This is an optimization exercise on Yosys and OpenROAD, whose aim is small area, a short achievable clock period and few clock cycles, not a production implementation. In this exercise RTL edits were held to simulation tests only and were not proved equivalent to the original. Power and IR drop assume default switching activity.

--- design/flow/config.mk ---
export PLATFORM = sky130hd
export DESIGN_NAME = processor
export DESIGN_NICKNAME = processor
export VERILOG_FILES = /design/flow/design.v
export SDC_FILE = /design/flow/constraint.sdc
export NUM_CORES = 4
export LEC_CHECK = 0
export CAP_MARGIN = 20
export CORE_MARGIN = 2
export CORE_UTILIZATION = 30
export PLACE_DENSITY = 0.4
export SLEW_MARGIN = 20
--- design/flow/constraint.sdc ---
create_clock -name core_clock -period 12.0 [get_ports {Clk}]
set_input_delay 2.4000 -clock core_clock [delete_from_list [all_inputs] [get_ports {Clk}]]
set_output_delay 2.4000 -clock core_clock [all_outputs]
set_load 0.01 [all_outputs]
--- design/flow/design.v ---
`timescale 1ns / 1ps
module pfx_add #(parameter W = 16) (
    input  [W-1:0] a,
    input  [W-1:0] b,
    input          cin,
    output [W-1:0] s,
    output         cout
);
    localparam L = (W + 1 > 32) ? 6 : (W + 1 > 16) ? 5 : (W + 1 > 8) ? 4 : (W + 1 > 4) ? 3 : 2;
    wire [W:0] g [0:L];
    wire [W:0] p [0:L];
    assign g[0] = {a & b, cin};
    assign p[0] = {a ^ b, 1'b0};
    genvar l, k;
    generate
        for (l = 0; l < L; l = l + 1) begin : lv
            for (k = 0; k <= W; k = k + 1) begin : bt
                if (((k >> l) & 1) == 1) begin : cmb
                    localparam integer J = ((k >> l) << l) - 1;
                    assign g[l+1][k] = g[l][k] | (p[l][k] & g[l][J]);
                    assign p[l+1][k] = p[l][k] & p[l][J];
                end else begin : pas
                    assign g[l+1][k] = g[l][k];
                    assign p[l+1][k] = p[l][k];
                end
            end
        end
    endgenerate
    assign s    = (a ^ b) ^ g[L][W-1:0];
    assign cout = g[L][W];
endmodule
`timescale 1ns / 1ps
module processor(
       input Clk,
       input Rst,
       output [31:0] IMemAddr,
       input  [31:0] IMemData,
       output [15:0] DMemAddr,
       output [31:0] DMemWData,
       output DMemWE,
       input  [31:0] DMemRData
    );
    integer i;
    reg  [9:0]  pc;
    reg  [31:0] ir;
    reg         d_v;
    reg  [10:0] d_pc1;      
    reg         d_pt;       
    reg         d_jf;       
    reg         d_jp;       
    reg  [11:0] d_jchk;     
    reg  [9:0]  ras;        
    reg         e_we, e_fl, e_st;
    reg         e_add, e_sub, e_or, e_and, e_xor, e_not, e_pb, e_ld;
    reg  [4:0]  e_rd;
    reg         e_br;       
    reg         e_pt;       
    reg  [3:0]  e_cc;
    reg  [9:0]  e_btgt;     
    reg  [31:0] e_a, e_b;       
    reg  [15:0] e_addr;
    reg  [31:0] d_s1, d_s2;   
    reg         d_b1, d_b2;   
    reg         d_w1, d_w2;   
    reg         e_fa, e_fb;   
    reg         e_fbn, e_fbi; 
    reg         w_we;
    reg  [4:0]  w_rd;
    reg  [31:0] w_res;
    reg         fz, fn, fc, fv;
    reg  [31:0] rf [0:31];
    reg  [31:0] rfv;        
    assign IMemAddr  = {20'b0, pc, 2'b00};
    assign DMemAddr  = e_addr;
    assign DMemWData = eb;
    assign DMemWE    = e_st;
    wire [31:0] ea  = e_fa ? w_res : e_a;
    wire [31:0] eb  = e_fbn ? w_res : e_fbi ? ~w_res : e_b;
    wire [32:0] sum;
    pfx_add #(32) alu_add (.a(ea), .b(eb), .cin(e_sub), .s(sum[31:0]), .cout(sum[32]));
    wire al_z = e_sub ? ((ea ^ eb) == 32'hFFFFFFFF) : ((ea ^ eb) == {ea[30:0] | eb[30:0], 1'b0});
    wire al_n = sum[31];
    wire al_c = sum[32] ^ e_sub;
    wire al_v = (ea[31] == eb[31]) & (sum[31] != ea[31]);
    wire [31:0] e_alu = ({32{e_add}} & sum[31:0])
                      | ({32{e_or }} & (ea | eb))
                      | ({32{e_and}} & (ea & eb))
                      | ({32{e_xor}} & (ea ^ eb))
                      | ({32{e_not}} & ~ea)
                      | ({32{e_pb }} & eb);
    wire [31:0] e_res = e_ld ? DMemRData : e_alu;
    wire [4:0] op   = ir[31:27];
    wire is_add = op == 5'd1;
    wire is_sub = op == 5'd2;
    wire is_or  = op == 5'd3;
    wire is_and = op == 5'd4;
    wire is_not = op == 5'd5;
    wire is_xor = op == 5'd6;
    wire is_cmp = op == 5'd7;
    wire is_b   = op == 5'd8;
    wire is_jmp = op == 5'd9;
    wire is_ld  = op == 5'd10;
    wire is_ldi = op == 5'd11;
    wire is_ldx = op == 5'd12;
    wire is_st  = op == 5'd13;
    wire is_stx = op == 5'd14;
    wire [4:0] rs1 = ir[21:17];
    wire [4:0] rb  = (is_st | is_stx) ? ir[26:22] : ir[15:11];
    wire [31:0] s1 = d_s1;
    wire [31:0] s2 = d_s2;
    reg  [31:0] r1, r2;
    always @* begin
        r1 = 32'b0;
        r2 = 32'b0;
        for (i = 0; i < 32; i = i + 1) begin
            r1 = r1 | ({32{s1[i]}} & rf[i]);
            r2 = r2 | ({32{s2[i]}} & rf[i]);
        end
    end
    wire byp1 = e_we & d_b1;
    wire byp2 = e_we & d_b2;
    wire wb1 = w_we & d_w1;
    wire wb2 = w_we & d_w2;
    wire [31:0] v1d = wb1 ? w_res : r1;
    wire [31:0] v2d = wb2 ? w_res : r2;
    wire [31:0] v1f = byp1 ? e_b : v1d;
    wire stall = d_v & ~e_redir & ((is_jmp & ~d_jf) | is_ldx | is_stx) & byp1 & ~e_pb;
    wire z = e_fl ? al_z : fz;
    wire bfast = (ir[25:23] == 3'b000) |
                 ((ir[25:23] == 3'b011) & ~(e_fl & (e_fa | e_fb)));
    wire taken = ((ir[25:23] == 3'b000) | z) ^ ir[26];
    reg  cbase;
    always @* begin
        case (e_cc[2:0])
            3'b000: cbase = 1'b1;
            3'b001: cbase = ~fc;
            3'b010: cbase = ~fv;
            3'b011: cbase = fz;
            3'b100: cbase = ~(fn ^ fv);
            3'b101: cbase = ~fz & ~(fn ^ fv);
            3'b110: cbase = ~fn;
            default: cbase = 1'b1;
        endcase
    end
    wire e_taken = (e_cc[2:0] != 3'b111) & (cbase ^ e_cc[3]);
    wire e_redir = e_br & (e_taken ^ e_pt);
    wire [9:0]  tgt_b = d_pc1[9:0] + ir[11:2];
    wire [11:0] jsum;
    pfx_add #(12) j_add (.a(v1f[11:0]), .b(ir[11:0]), .cin(1'b0), .s(jsum), .cout());
    wire [9:0]  tgt_j = jsum[11:2];
    wire redir_b = d_v & ~e_redir & is_b & bfast & (taken ^ d_pt);
    wire jp_ok   = d_jp & (v1f[11:0] == d_jchk);
    wire redir_j = d_v & ~e_redir & is_jmp & ~stall & ~d_jf & ~jp_ok;
    wire redirect = redir_b | redir_j;
    wire [10:0] pc_inc = {1'b0, pc} + 11'd1;
    wire       f_bt  = (IMemData[31:27] == 5'd8) & IMemData[22] &
                       (IMemData[25:23] != 3'b111) & (IMemData[26:23] != 4'b1000);
    wire [9:0] f_tgt;
    pfx_add #(10) bt_add (.a(pc), .b(IMemData[11:2]), .cin(1'b1), .s(f_tgt), .cout());
    wire        f_jmp  = IMemData[31:27] == 5'd9;
    wire        f_jf   = f_jmp & d_v & is_ldi & (IMemData[21:17] == ir[26:22]);
    wire        f_jp   = f_jmp & ~f_jf;
    wire [11:0] f_jtgt, f_jchk;
    pfx_add #(12) jf_add (.a(ir[11:0]), .b(IMemData[11:0]), .cin(1'b0), .s(f_jtgt), .cout());
    pfx_add #(12) jc_add (.a({ras, 2'b00}), .b(~IMemData[11:0]), .cin(1'b1), .s(f_jchk), .cout());
    wire [15:0] addr_sum;
    pfx_add #(16) a_add (.a((is_ldx | is_stx) ? v1f[15:0] : 16'b0), .b(ir[15:0]), .cin(1'b0), .s(addr_sum), .cout());
    wire [9:0]  pc_nxt = e_redir ? e_btgt :
                         redir_j ? tgt_j :
                         redir_b ? (d_pt ? d_pc1[9:0] : tgt_b) :
                         stall   ? pc    :
                         f_jf    ? f_jtgt[11:2] :
                         f_jp    ? ras   :
                         f_bt    ? f_tgt : pc_inc[9:0];
    wire dv = d_v & ~stall & ~e_redir;
    wire        b_reg = ~is_ldi & ~is_jmp & (is_st | is_stx | ~ir[16]);
    wire        b_inv = is_sub | is_cmp;
    wire [31:0] sx16  = {{16{ir[15]}}, ir[15:0]};
    wire [31:0] b_imm = is_ldi ? {{10{ir[21]}}, ir[21:0]} :
                        is_jmp ? {19'b0, d_pc1, 2'b00} :
                        b_inv  ? ~sx16 : sx16;
    wire [31:0] nir   = stall ? ir : IMemData;
    wire        n_sst = (nir[31:27] == 5'd13) | (nir[31:27] == 5'd14);
    wire [4:0]  n_rs1 = nir[21:17];
    wire [4:0]  n_rb  = n_sst ? nir[26:22] : nir[15:11];
    wire [31:0] rfv_n = Rst ? 32'b0 : (rfv | ({31'b0, w_we} << w_rd));
    always @(posedge Clk) begin
        if (Rst) begin
            pc  <= 10'b0;
            d_v <= 1'b0;
            ras <= 10'b0;
        end else begin
            if (dv & is_jmp & ir[16])
                ras <= d_pc1[9:0];
            pc <= pc_nxt;
            if (e_redir)
                d_v <= 1'b0;
            else if (!stall)
                d_v <= ~redirect;
        end
        if (!stall) begin
            ir    <= IMemData;
            d_pc1 <= pc_inc;
            d_pt  <= f_bt;
            d_jf  <= f_jf;
            d_jp  <= f_jp;
            d_jchk <= f_jchk;
        end
        d_s1 <= (32'b1 << n_rs1) & rfv_n;
        d_s2 <= (32'b1 << n_rb)  & rfv_n;
        d_b1 <= ir[26:22] == n_rs1;
        d_b2 <= ir[26:22] == n_rb;
        d_w1 <= e_rd == n_rs1;
        d_w2 <= e_rd == n_rb;
    end
    always @(posedge Clk) begin
        if (Rst) begin
            e_we <= 1'b0;
            e_fl <= 1'b0;
            e_st <= 1'b0;
            e_br <= 1'b0;
        end else begin
            e_br <= dv & is_b & ~bfast;
            e_we <= dv & (is_add | is_sub | is_or | is_and | is_not | is_xor |
                          is_ld | is_ldi | is_ldx | (is_jmp & ir[16]));
            e_fl <= dv & (is_add | is_sub | is_cmp);
            e_st <= dv & (is_st | is_stx);
        end
        e_add  <= is_add | is_sub | is_cmp;
        e_sub  <= is_sub | is_cmp;
        e_or   <= is_or;
        e_and  <= is_and;
        e_xor  <= is_xor;
        e_not  <= is_not;
        e_pb   <= is_ldi | is_jmp;
        e_ld   <= is_ld | is_ldx;
        e_rd   <= ir[26:22];
        e_cc   <= ir[26:23];
        e_pt   <= d_pt;
        e_btgt <= d_pt ? d_pc1[9:0] : tgt_b;
        e_a    <= v1d;
        e_fa   <= byp1;
        e_b    <= b_reg ? (b_inv ? ~v2d : v2d) : b_imm;
        e_fb   <= byp2 & b_reg;
        e_fbn  <= byp2 & b_reg & ~b_inv;
        e_fbi  <= byp2 & b_reg & b_inv;
        e_addr <= addr_sum;
    end
    always @(posedge Clk) begin
        if (Rst) begin
            fz <= 1'b0; fn <= 1'b0; fc <= 1'b0; fv <= 1'b0;
        end else if (e_fl) begin
            fz <= al_z; fn <= al_n; fc <= al_c; fv <= al_v;
        end
    end
    always @(posedge Clk) begin
        if (Rst)
            w_we <= 1'b0;
        else
            w_we <= e_we;
        w_rd  <= e_rd;
        w_res <= e_res;
        if (w_we)
            rf[w_rd] <= w_res;
        rfv <= rfv_n;
    end
endmodule
--- design/flow/flow/run.sh ---
#!/bin/bash
set -euo pipefail
bash standard.sh SETUP_SLACK_MARGIN=8 TNS_END_PERCENT=100 finish > standard_flow.log 2>&1
--- design/flow/standard.sh ---
#!/bin/bash
# synth_recipe.tcl (not shown) runs the flow's synth.tcl, then flattens the netlist and writes it again
# the make line also repeats each setting of config.mk as NAME=value (left out here)
make -C /OpenROAD-flow-scripts/flow DESIGN_CONFIG=/design/flow/config.mk WORK_HOME=/design/flow/orfs CLKGATE_MAP_FILE= SYNTH_SCRIPT=/design/flow/synth_recipe.tcl "${@:-finish}"
==> impl_metrics.toml <==
[status]
outcome = "complete, no violations"

[finish]
syn2layout_area_growth_pct = 24.5
drive_above_1_share = 0.198
fin_nets = 5504

[power]
p_clk_frac = 0.460
p_comb_frac = 0.063
seqPwrFrac = 0.477
switchingPower_mw = 2.70
p_int_mw = 8.32
vdd_drop_max_v = 0.000152
netSwitchingFraction = 0.245
p_total_mw = 11.0
p_leak_nw = 26.9
cellPowerDensity_nw_per_um2 = 144

[clocking]
clock_tree.root_cell = "clkbuf_16"
cts_num_sinks = 1356
cts_tree = "done"
htree_levels = 4
clockBufferDepth = 3
clk_pin_slew_ps = 60
cts_buffers = 160
clock_latency_ps = 850
ctsHoldBuffers = 0

[logic_synthesis]
ys_seq_area_frac = 0.615
synth_seq_cells = 1356
synth_edf_count = 1061
synth_cell_type_count = 85
syn_inst = 4910
synth.area.top_cells = "edfxtp_1 52%, dfxtp_1 9.6%, a22oi_1 8.4%"
syn_avg_cell_area_um2 = 12.5
synth_top_cell_area_share = 0.519
syn_area_um2 = 61400
ys_async_sr_fraction = 0
yosysTopAreaCell = "edfxtp_1"
ys_warn_count = 5
synth_ff_type = "edfxtp_1"

[place]
io_buffers = 124
place.gp.congestion = 0.890
dpl.hpwl_um = 202000

[global_routing]
antenna_found_initial = 21
grt_usage = 0.330
grt_overflow = 0
grt_start_max_net_pins = 73
grt_pass1_vias = 50700
grt_pass1_wl_um = 466000

[floorplan]
die_h_um = 457
ios = 147
die_w_um = 457
core_area_um2 = 204000
dieArea_um2 = 208000
initial_utilization = 0.301
rows = 166

[sta]
final-hold-violation-count = 0
fmax_mhz = 216
finalCritPeriodShare = 0.385
setup_tns_ps = 0
rsz0062_at_grt = "yes"
clock_skew_ps = 48.7
slew_violations = 0
finalSetupViolCount = 0
relSlewSlack = 0.0730
final.min_clock_period_ps = 4620
tightest_slew_ps = 1390

[setup_path]
max_stage_delay_ps = 420
worstPathArrival_ps = 2220
start_kind = "flop"
cp.required_ps = 9600
critPathMaxFanout = 5
cp_cell_sequence = "buf_16 > buf_8 > mux2i_4 > mux2i_4 > buf_6 > buf_6"
crit_buf_inv = 4
slowest_stage = "dfxtp_4"
critPathCaptureType = "output port"
critPathTopFamily = "buffers and inverters"
critPathKind = "reg -> out"

[detailed_routing]
dr.pass1.iters = 10
drc = 0
vias_per_cell = 6.55
vias = 53300
drt-initial-drc-count = 10800
drtAntennaViolNets = 0
wirelength_um = 356000
routedWlPerCell_um = 43.7

[job]
cap_violations = 0

[worst_hold_path]
hold_path.class = "reg -> reg"
flip-flops by register name, indices dropped and copies added, names as in the netlist, 3 cells and up:
register,flops
ir,32
w_res,32
rf,1024
e_btgt,10
e_a,32
d_s1,32
d_s2,32
d_jchk,11
pc,10
w_rd,5
ras,10
rfv,32
d_pc1,11
e_cc,3
e_b,32
e_addr,16
layout by cell type, fill, tap and decap left out, drive strengths merged, types with 20 or more instances in the layout:
master	synthesis	final
inv	198	207
clkdlybuf4s50	0	54
nand4	157	157
xor2	46	46
o22ai	46	46
nor2	279	279
diode	0	25
edfxtp	1061	1061
nand3	122	122
a21oi	204	204
dlygate4sd2	0	30
mux2i	135	135
a21o	20	20
dfxtp	295	295
nand2	174	175
a221oi	154	154
xnor2	110	110
o21ai	78	78
clkbuf	239	202
and3	91	91
a31oi	27	27
clkinv	2	68
nor4	41	41
a22o	119	119
conb	1	22
o211ai	42	42
buf	97	435
o2111ai	20	20
ha	129	129
nor3	39	39
a22oi	684	684
nor2b	27	27
a222oi	66	66
kinds of logic after synthesis:
group	count (synthesis)	share of synthesized area
other	1	0.0000610
AOI/OAI and AO/OA	1536	0.184
DFF	1356	0.615
muxes	154	0.0263
and+or+nand+nor	1023	0.0849
buffers and inverters	536	0.0349
adders and majority gates	148	0.0325
xor gates and xnor gates	156	0.0222
metrics by stage:
| stage | setup slack, ps | cells | util | hold slack (ps) | area, µm² |
|---|---|---|---|---|---|
| final | 7380 | 8139 | 0.375 | 405 | 76500 |
| after global routing | 7320 | 8137 | 0.375 | 424 | 76500 |
| after CTS | 7370 | 8084 | 0.371 | 417 | 75800 |
| after detailed placement | 6310 | 7573 | 0.327 | 404 | 66700 |
| after global placement | 6330 | 7572 | 0.327 | 408 | 66700 |
| after floorplan | 7480 | 4931 | - | 326 | 62000 |
power by group through the flow:
stage / Clock, mW / Sequential, mW / Combinational [mW]
after floorplan: 0 / 5.34 / 0.305
after global placement: 0 / 5.38 / 0.556
after detailed placement: 0 / 5.38 / 0.555
after CTS: 5.11 / 5.26 / 0.660
after global routing: 5.27 / 5.26 / 0.734
final: 5.07 / 5.26 / 0.689
timing repair:
action | 4_1_cts | 5_1_grt
gates cloned | 17 | 0
resized for setup | 634 | 79
setup endpoints to repair | 175 | 106
setup buffers | 196 | 30
pin swaps | 67 | 32
synthesized netlist by cell type, drive strengths merged (41+ instances only):
library cell  instances
o21ai                78
nand3               122
a22o                119
dfxtp               295
a222oi               66
ha                  129
a221oi              154
and3                 91
o22ai                46
o211ai               42
xor2                 46
a22oi               684
clkbuf              239
edfxtp             1061
nor2                279
xnor2               110
nor4                 41
nand2               174
inv                 198
a21oi               204
buf                  97
nand4               157
mux2i               135
worst paths after layout:
kind                               from       endpoint  slack, ps  cells after the start
worst max-delay path              e_fbi  DMemWData[12]       7380                      6
worst min-delay path            e_rd[0]        w_rd[0]        400                      0
worst max register to register    e_fbi             fv       7470                     21
worst min register to register  e_rd[0]        w_rd[0]        400                      0
metal layers:
metal,global-route usage,up-vias,part of all wire
met3,0.0865,1109,0.13
met5,0,-,0.00051
li1,-,20400,-
met1,0.443,27000,0.39
met2,0.483,4749,0.42
met4,0.182,22,0.069
final cells by class:
cell class / instances / area (µm²)
repair inverters: 1 / 5.00
well taps: 2688 / 3360
inverters: 200 / 786
clock buffers: 200 / 4300
flip-flops and latches: 1356 / 38000
clock inverters: 98 / 1060
fillers: 19600 / 128000
multi-input cells: 3040 / 23400
diodes: 25 / 62.6
repair buffers: 531 / 5470
worst reg2reg max path: stages, from the launching register on:
cell	delay [ps]
dfxtp_4	480
buf_12	150
buf_16	130
mux2i_1	80
mux2_4	300
buf_4	150
inv_2	60
ha_4	220
a2111o_1	450
a31oi_4	240
nor4_4	100
o2111ai_4	270
nand3_2	100
and2_4	190
a41oi_4	150
nand2b_1	80
a21o_1	180
fa_2	580
xor2_2	220
nor2_4	70
mux2i_1	150
nor2_1	50
Testbench counts, summed over its fixed seeds: cycles 110,505.

## static timing again, ports no longer ideal
The flow's constraints put no driver on any port. The routed layout listed below was extracted and timed again, unchanged, in two steps.
Step 1 (the two cells are an assumption about what drives the block):
set clk [get_ports {Clk}]
set_driving_cell -lib_cell sky130_fd_sc_hd__clkbuf_16 $clk
set_driving_cell -lib_cell sky130_fd_sc_hd__buf_2 [delete_from_list [all_inputs] $clk]
Step 2 moves the port delays by t, midway between the first and last clock arrival at a register: inputs arrive t later, outputs are due t later. That takes back most of the time a late clock gives input paths.
Three values: ideal, step 1, step 2; two values: the first two.
t (ns): 0.930
setup slack, ns: 7.375 / 7.275 / 6.807
worst data-port slew with drivers (ns): 0.07
After both steps setup and hold are still met in this run. The setup slack of this run moves by -0.100 ns with the drivers and by -0.568 ns with both steps.
